This design comes from an exercise in tuning for small area on the open sky130 flow, not from production work.
In this exercise RTL edits were held to simulation tests only and were not proved equivalent to the original.
Power is estimated from default activity; no workload was simulated.

the reference run:
==> flow/design.v (excerpt) <==
module vga_game_top (
	input  logic        clk,
	input  logic        resetN,
	input  logic [8:0]  keyCode,
	input  logic        make,
	input  logic        brakee,
	output logic [18:0] bg_address,
	input  logic [7:0]  bg_data,
	output logic [27:0] oVGA,
	output logic [6:0]  HEX0,
	output logic [7:0]  BG_RGB,
	output logic        boardersDrawReq
);
export LEC_CHECK = 0
export ABC_AREA = 1
export CAP_MARGIN = 20
export CORE_MARGIN = 2
export CORE_UTILIZATION = 30
export SLEW_MARGIN = 20
export SYNTH_MEMORY_MAX_BITS = 65536
create_clock -name core_clock -period 10.0 [get_ports {clk}]
standard.sh (not shown) runs the stock make flow with config.mk's settings and CLKGATE_MAP_FILE= SYNTH_SCRIPT=/design/flow/synth_recipe.tcl, a recipe that flattens the netlist after the stock synthesis.
==> flow/flow/run.sh <==
#!/bin/bash
# The standard layout with two changes:
#  - synthesis: synth_recipe.tcl unchanged, except that its ABC technology
#    mapping runs flow/strong_area.abc (deep AIG resynthesis, then iterated area-recovering mapping)
#    instead of ORFS's abc_area.script; registers are mapped before ABC runs,
#    so they are the standard synthesis's;
#  - the port buffers use the smallest buffer cell (buf_1) instead of the
#    default clkdlybuf4s50_1; every port still gets a buffer;
#  - clock tree synthesis runs with ORFS's default arguments plus
#    -dont_use_dummy_load (no dummy load cells for balancing).
# Each tool's full output goes to the ORFS logs under orfs/logs and to
# standard_flow.log here.
set -euo pipefail
WORK=$(pwd)
cat > "$WORK/strong_synth.tcl" <<EOT
proc abc {args} {
  set i [lsearch \$args -script]
  if {\$i >= 0} { lset args [expr {\$i + 1}] $WORK/flow/strong_area.abc }
  yosys abc {*}\$args
}
source $WORK/synth_recipe.tcl
EOT
grep -q "SYNTH_SCRIPT=$WORK/synth_recipe.tcl" standard.sh
sed "s#SYNTH_SCRIPT=$WORK/synth_recipe.tcl#SYNTH_SCRIPT=$WORK/strong_synth.tcl#" standard.sh > strong_standard.sh
export BUFFER_PORTS_ARGS="-buffer_cell sky130_fd_sc_hd__buf_1"
export CTS_ARGS="-sink_clustering_enable -repair_clock_nets -dont_use_dummy_load"
bash strong_standard.sh > standard_flow.log 2>&1
==> flow/flow/strong_area.abc <==
strash
&get -n
&deepsyn -T 300
&dch
&nf -R 1000
&st
&dch
&nf -R 1000
&put
topo
### the reference run -> the trial run
# the reference run
export LEC_CHECK = 0
export ABC_AREA = 1
export CAP_MARGIN = 20
export CORE_MARGIN = 2
export CORE_UTILIZATION = 30
export SLEW_MARGIN = 20
export SYNTH_MEMORY_MAX_BITS = 65536
create_clock -name core_clock -period 10.0 [get_ports {clk}]
# the trial run
export LEC_CHECK = 0
export ABC_AREA = 1
export CAP_MARGIN = 20
export CORE_MARGIN = 2
export CORE_UTILIZATION = 40
export SLEW_MARGIN = 20
export SYNTH_MEMORY_MAX_BITS = 65536
create_clock -name core_clock -period 10.0 [get_ports {clk}]
==> flow/flow/run.sh <==
#!/bin/bash
# The standard layout with two changes:
#  - synthesis: synth_recipe.tcl unchanged, except that its ABC technology
#    mapping runs flow/strong_area.abc (deep AIG resynthesis, then iterated area-recovering mapping)
#    instead of ORFS's abc_area.script; registers are mapped before ABC runs,
#    so they are the standard synthesis's;
#  - the port buffers use the smallest buffer cell (buf_1) instead of the
#    default clkdlybuf4s50_1; every port still gets a buffer.
# Each tool's full output goes to the ORFS logs under orfs/logs and to
# standard_flow.log here.
set -euo pipefail
WORK=$(pwd)
cat > "$WORK/strong_synth.tcl" <<EOT
proc abc {args} {
  set i [lsearch \$args -script]
  if {\$i >= 0} { lset args [expr {\$i + 1}] $WORK/flow/strong_area.abc }
  yosys abc {*}\$args
}
source $WORK/synth_recipe.tcl
EOT
grep -q "SYNTH_SCRIPT=$WORK/synth_recipe.tcl" standard.sh
sed "s#SYNTH_SCRIPT=$WORK/synth_recipe.tcl#SYNTH_SCRIPT=$WORK/strong_synth.tcl#" standard.sh > strong_standard.sh
export BUFFER_PORTS_ARGS="-buffer_cell sky130_fd_sc_hd__buf_1"
bash strong_standard.sh > standard_flow.log 2>&1
Findings:
- Run comparison: the trial run critical path's slowest cell ha_2; the reference run critical path's slowest cell a2111oi_1
- Against the reference run, the trial run reports a switching power share of the total that is higher.
- The aggregate routed wire length of the trial run is lower than that of the reference run.
- Taking the reference run as the reference, in the trial run highest clock rate went down by 0.0036 GHz; worst path setup slack after routing shows a reduction of 0.19 ns; total power picked up an extra about 11%; power share of the clock group went up.
- Fraction of the cycle the final worst path needs sits higher in the trial run than in the reference run.
- Taking the reference run as the reference, in the trial run data required time at the worst endpoint now larger; utilization shows an increase of 11 points; power consumed by sequential cells dropped about 0.9%.
- Run comparison: the trial run startpoint of the worst setup timing path vga.hx[2]; the reference run startpoint of the worst setup timing path vga.hx[1]

## port drivers added, routing unchanged
How much do the figures lean on ideal ports? The routed layouts below were timed once more, with nothing changed but the port constraints.
Step 1 assumes that a clkbuf_16 drives the clock port and a buf_2 every other input.
Step 2 also shifts input and output timing later by t, the mid clock arrival at the registers, as if the neighbouring blocks saw the same clock.
Three values: ideal ports, drivers, drivers and shift; two values: the first two.
run	shift t [ns]	slack for setup (ns)	worst data-port slew with drivers (ns)	cell pins on the clock port's net
the reference run	0.464	2.896 / 2.896 / 2.896	0.10	1
the trial run	0.473	2.707 / 2.707 / 2.707	0.12	1
After both steps every run listed still meets setup and hold.
